Background: an optimization exercise with open tools, aiming at small area. Do not read the settings as production practice.
Only simulation tests tie the RTL to the original design; equivalence was not proved.
The clock port is modelled as an ideal driver, which makes a skipped or thinned clock tree look cheaper than it is; a real chip needs a root buffer or a tree.

==> flow/design.v <==
module counter_1000(clk,rst,statechange,a_last);
input clk,rst;
output reg [1:0] statechange;
output a_last;
localparam [3:0] PA = 4'ha;
localparam [6:0] PB = 7'h2a;
reg [3:0] qa;
reg [6:0] qb;
wire [3:0] a = qa ^ PA;
wire [6:0] b = qb ^ PB;
assign a_last = a[0] & a[1] & a[3];                     
wire b_last = b[1] & b[2] & b[3] & b[5] & ~b[6];        
always @(posedge clk)
begin
    qa <= ((rst | a_last) ? 4'd0 : {a[2:0], ~(a[3] ^ a[0])}) ^ PA;
    qb <= ((rst | b_last) ? 7'd0 : {b[5:0], ~(b[6] ^ b[0])}) ^ PB;
    if (rst)
        statechange <= 2'd0;
    else if (a_last & b_last)
        statechange <= statechange + 1'b1;
end
endmodule
module TrigSignal(clk_1m,rst,a_last,trig);
input clk_1m,rst,a_last;
output reg trig;
localparam [13:0] P = 14'h2aaa;
reg [13:0] q;
reg z;
wire [13:0] c = q ^ P;
wire c_last = (c & 14'h3bbd) == 14'h0a88;
always @(posedge clk_1m)
begin
    q    <= ((rst | c_last) ? 14'd0 : {c[12:0], ~(c[13] ^ c[11] ^ c[3] ^ c[0])}) ^ P;
    z    <= rst | (a_last & c_last);
    trig <= ~rst & (z | (trig & ~(c[1] & c[12])));
end
endmodule
module PosCounter(clk_1m,rst,echo,dis_count);
input clk_1m,rst,echo;
output reg [15:0] dis_count;
reg [3:0] c16;
reg w;
reg [3:0] d1, d2, d3, d4, hk;
wire idle = d1[3] & d1[1];
wire e0 = ~w & hk[3] & hk[1] & d4[2] & d3[3] & d2[2] & d2[0] & (&d1[2:0]) & c16[3];
wire e1 = w & hk[3] & hk[0] & d4[0] & (&d3[2:0]) & d2[2] & d2[0] & c16[0];
wire frc = rst | ~echo;       
wire zc  = frc | idle;        
wire zd  = zc | e0 | e1;      
wire [31:0] ctab = 32'h21088420;
wire cy1 = ctab[{w, c16}];
wire cy2 = cy1 & d1[3] & d1[0];
wire cy3 = cy2 & d2[3] & d2[0];
wire cy4 = cy3 & d3[3] & d3[0];
wire cy5 = cy4 & d4[3] & d4[0];
function [3:0] binc;
    input [3:0] d;
    input ci;
    begin
        binc[0] = d[0] ^ ci;
        binc[1] = d[1] ^ (ci & d[0] & ~d[3]);
        binc[2] = d[2] ^ (ci & d[0] & d[1]);
        binc[3] = (d[3] & ~(ci & d[0])) | (ci & d[0] & d[1] & d[2]);
    end
endfunction
wire [3:0] n1 = binc(d1, cy1);
wire [3:0] n2 = binc(d2, cy2);
wire [3:0] n3 = binc(d3, cy3);
wire [3:0] n4 = binc(d4, cy4);
wire [3:0] nh = hk + cy5;
wire [3:0] nc = c16 + 1'b1;
always @(posedge clk_1m)
begin
    c16 <= zc ? 4'd0 : nc;
    w   <= ~zc & (e0 | (w & ~e1));
    d1  <= {frc | (~zd & n1[3]), ~zd & n1[2], frc | (~zd & n1[1]), ~zd & n1[0]};
    d2  <= zd ? 4'd0 : n2;
    d3  <= zd ? 4'd0 : n3;
    d4  <= zd ? 4'd0 : n4;
    hk  <= zd ? 4'd0 : nh;
end
always @(posedge clk_1m)
begin
    if (rst)
        dis_count <= 16'd0;
    else if (~echo & ~idle)
        dis_count <= {d4, d3, d2, d1};
end
endmodule  
module Showdigit(in,LED_activating_counter,out1,out2);
input [15:0] in;
input [1:0] LED_activating_counter;
output [6:0] out1;
output reg [3:0] out2;
reg [3:0] outnumber;
always @(*)
begin
    case(LED_activating_counter)
    2'b00: begin out2 = 4'b0111; outnumber = in[15:12]; end
    2'b01: begin out2 = 4'b1011; outnumber = in[11:8]; end
    2'b10: begin out2 = 4'b1101; outnumber = in[7:4]; end
    default: begin out2 = 4'b1110; outnumber = in[3:0]; end
    endcase
end
wire A = outnumber[3], B = outnumber[2], C = outnumber[1], D = outnumber[0];
wire sa = A | C | (B & D) | (~B & ~D);
wire sb = ~B | (~C & ~D) | (C & D);
wire sc = B | ~C | D;
wire sd = A | (~B & ~D) | (~B & C) | (C & ~D) | (B & ~C & D);
wire se = (~B & ~D) | (C & ~D);
wire sf = A | (~C & ~D) | (B & ~C) | (B & ~D);
wire sg = A | (~B & C) | (B & ~C) | (C & ~D);
assign out1 = ~{sa, sb, sc, sd, se, sf, sg};    
endmodule  
module Top(clk, rst, Trig, Echo, distance, sel);
input clk, rst, Echo;
output Trig;
output [6:0] distance;
output [3:0] sel;
wire [15:0] dis;
wire [1:0] state;
wire a_last;
counter_1000 u3(.clk(clk), .rst(rst), .statechange(state), .a_last(a_last));
TrigSignal u1(.clk_1m(clk), .rst(rst), .a_last(a_last), .trig(Trig));
PosCounter u2(.clk_1m(clk), .rst(rst), .echo(Echo), .dis_count(dis));
Showdigit u4(.in(dis),.LED_activating_counter(state),.out1(distance[6:0]),.out2(sel[3:0]));
endmodule  
Settings: LEC_CHECK=0, CAP_MARGIN=0, CORE_MARGIN=2, CORE_UTILIZATION=70, GPL_TIMING_DRIVEN=0, PLACE_DENSITY=0.85, SLEW_MARGIN=0; clock period 1000.0 ns.
standard.sh (not shown) runs the stock make flow with config.mk's settings and CLKGATE_MAP_FILE= SYNTH_SCRIPT=/design/flow/synth_recipe.tcl, a recipe that flattens the netlist after the stock synthesis.
==> flow/flow/run.sh <==
#!/bin/bash
# Own layout flow: the standard synthesis, then an area re-mapping of the
# gates between its registers (registers untouched), then the standard ORFS
# steps with small port buffers and a two-level clock tree of small buffers.
set -euo pipefail
W=$PWD
F=$W/flow
R=$W/orfs/results/$FLOW_PLATFORM/Top/base
YOSYS=$FLOW_HOME/../tools/install/yosys/bin/yosys
[[ -x $YOSYS ]] || YOSYS=yosys
export LIBFILE=$FLOW_HOME/platforms/$FLOW_PLATFORM/lib/sky130_fd_sc_hd__tt_025C_1v80.lib

# 1. standard synthesis (the standard flow's own script)
bash standard.sh "$R/1_2_yosys.v" > $W/synth_standard.log 2>&1
cp "$R/1_2_yosys.v" $W/standard_1_2_yosys.v

# 2. area re-mapping of the combinational logic
export IN_V=$W/standard_1_2_yosys.v OUT_V=$W/remapped.v ABC_SCRIPT=$F/area.abc
export ABC_DONT_USE="-dont_use sky130_fd_sc_hd__probe_p_8 -dont_use sky130_fd_sc_hd__probec_p_8 -dont_use sky130_fd_sc_hd__lpflow_*"
$YOSYS -c $F/remap.tcl > $W/remap_yosys.log 2>&1
cp $W/remapped.v "$R/1_2_yosys.v"

# 3. the rest of the standard flow
source $F/clock.cfg
bash standard.sh "BUFFER_PORTS_ARGS=-buffer_cell sky130_fd_sc_hd__buf_1" "PRE_CTS_TCL=$F/pre_cts.tcl" finish > $W/layout.log 2>&1
Other scripts of this flow, unchanged in this note and not shown: flow/flow/area.abc, flow/flow/clock.cfg, flow/flow/pre_cts.tcl, flow/flow/remap.tcl
Edit:
--- a/flow/design.v
+++ b/flow/design.v
@@ -40,16 +40,16 @@
 output reg [15:0] dis_count;
 reg [3:0] c16;
 reg w;
 reg [3:0] d1, d2, d3, d4, hk;
 wire idle = d1[3] & d1[1];
-wire e0 = ~w & hk[3] & hk[1] & d4[2] & d3[3] & d2[2] & d2[0] & (&d1[2:0]) & c16[3];
-wire e1 = w & hk[3] & hk[0] & d4[0] & (&d3[2:0]) & d2[2] & d2[0] & c16[0];
+wire e0 = ~w & hk[3] & hk[1] & hk[0] & d4[2] & d3[3] & d2[2] & d2[0] & (&d1[2:0]) & ~c16[2];
+wire e1 = w & hk[3] & hk[2] & d4[0] & (&d3[2:0]) & d2[2] & d2[0] & ~c16[2];
 wire frc = rst | ~echo;       
 wire zc  = frc | idle;        
 wire zd  = zc | e0 | e1;      
-wire [31:0] ctab = 32'h21088420;
+wire [31:0] ctab = 32'h44100908;
 wire cy1 = ctab[{w, c16}];
 wire cy2 = cy1 & d1[3] & d1[0];
 wire cy3 = cy2 & d2[3] & d2[0];
 wire cy4 = cy3 & d3[3] & d3[0];
 wire cy5 = cy4 & d4[3] & d4[0];
@@ -65,12 +65,12 @@
 endfunction
 wire [3:0] n1 = binc(d1, cy1);
 wire [3:0] n2 = binc(d2, cy2);
 wire [3:0] n3 = binc(d3, cy3);
 wire [3:0] n4 = binc(d4, cy4);
-wire [3:0] nh = hk + cy5;
-wire [3:0] nc = c16 + 1'b1;
+wire [3:0] nh = cy5 ? {hk[2:0], ~(hk[3] ^ hk[0])} : hk;
+wire [3:0] nc = {c16[2:0], c16[3] ^ c16[2] ^ ~(|c16[2:0])};
 always @(posedge clk_1m)
 begin
     c16 <= zc ? 4'd0 : nc;
     w   <= ~zc & (e0 | (w & ~e1));
     d1  <= {frc | (~zd & n1[3]), ~zd & n1[2], frc | (~zd & n1[1]), ~zd & n1[0]};
=> The new run finished with timing, DRC and antenna clean. Worst hold slack gets better by 0.0037 ns. Worst setup slack loses 0.065 ns. Design area fell by 0.90%. Synthesized cell count went up by 0.69%. Wire length decreases by 1.5%. Global-route usage decreases by 0.44 points. First-iteration DRC count came out higher by 7.3%. Area after synthesis goes down by 0.96%. Flip-flop and latch count does not change. Die area drops by 0.90%. Maximum frequency hardly moves. Via count decreases by 0.94%.
In every run of this note, the design's own scripts or RTL, not TritonCTS, make the clock network.

[what the ideal ports hide]
The results above use ideal ports. As a check the final layouts listed here were re-extracted and re-timed, cells and wires unchanged.
Step 1 sets driving cells, clkbuf_16 on the clock port and buf_2 on the other inputs (assumed; they add their load-dependent delay and slew).
Step 2 moves the port delays by t, midway between the first and last clock arrival at a register: inputs arrive t later, outputs are due t later. That takes back most of the time a late clock gives input paths.
Slacks: ideal ports / drivers / drivers and shift; pairs: ideal ports / drivers.
| run | shift t [ns] | setup slack, ns | worst hold slack (ns) | worst setup path after step 2 | worst register clock-pin slew, ns |
|---|---|---|---|---|---|
| the first run | 0.463 | 797.540 / 797.521 / 797.642 | 0.369 / 0.369 / 0.369 | input to register | 0.11 / 0.11 |
| the second run | 0.467 | 797.475 / 797.452 / 797.550 | 0.373 / 0.373 / 0.373 | input to register | 0.11 / 0.11 |
After both steps every run listed still meets setup and hold.
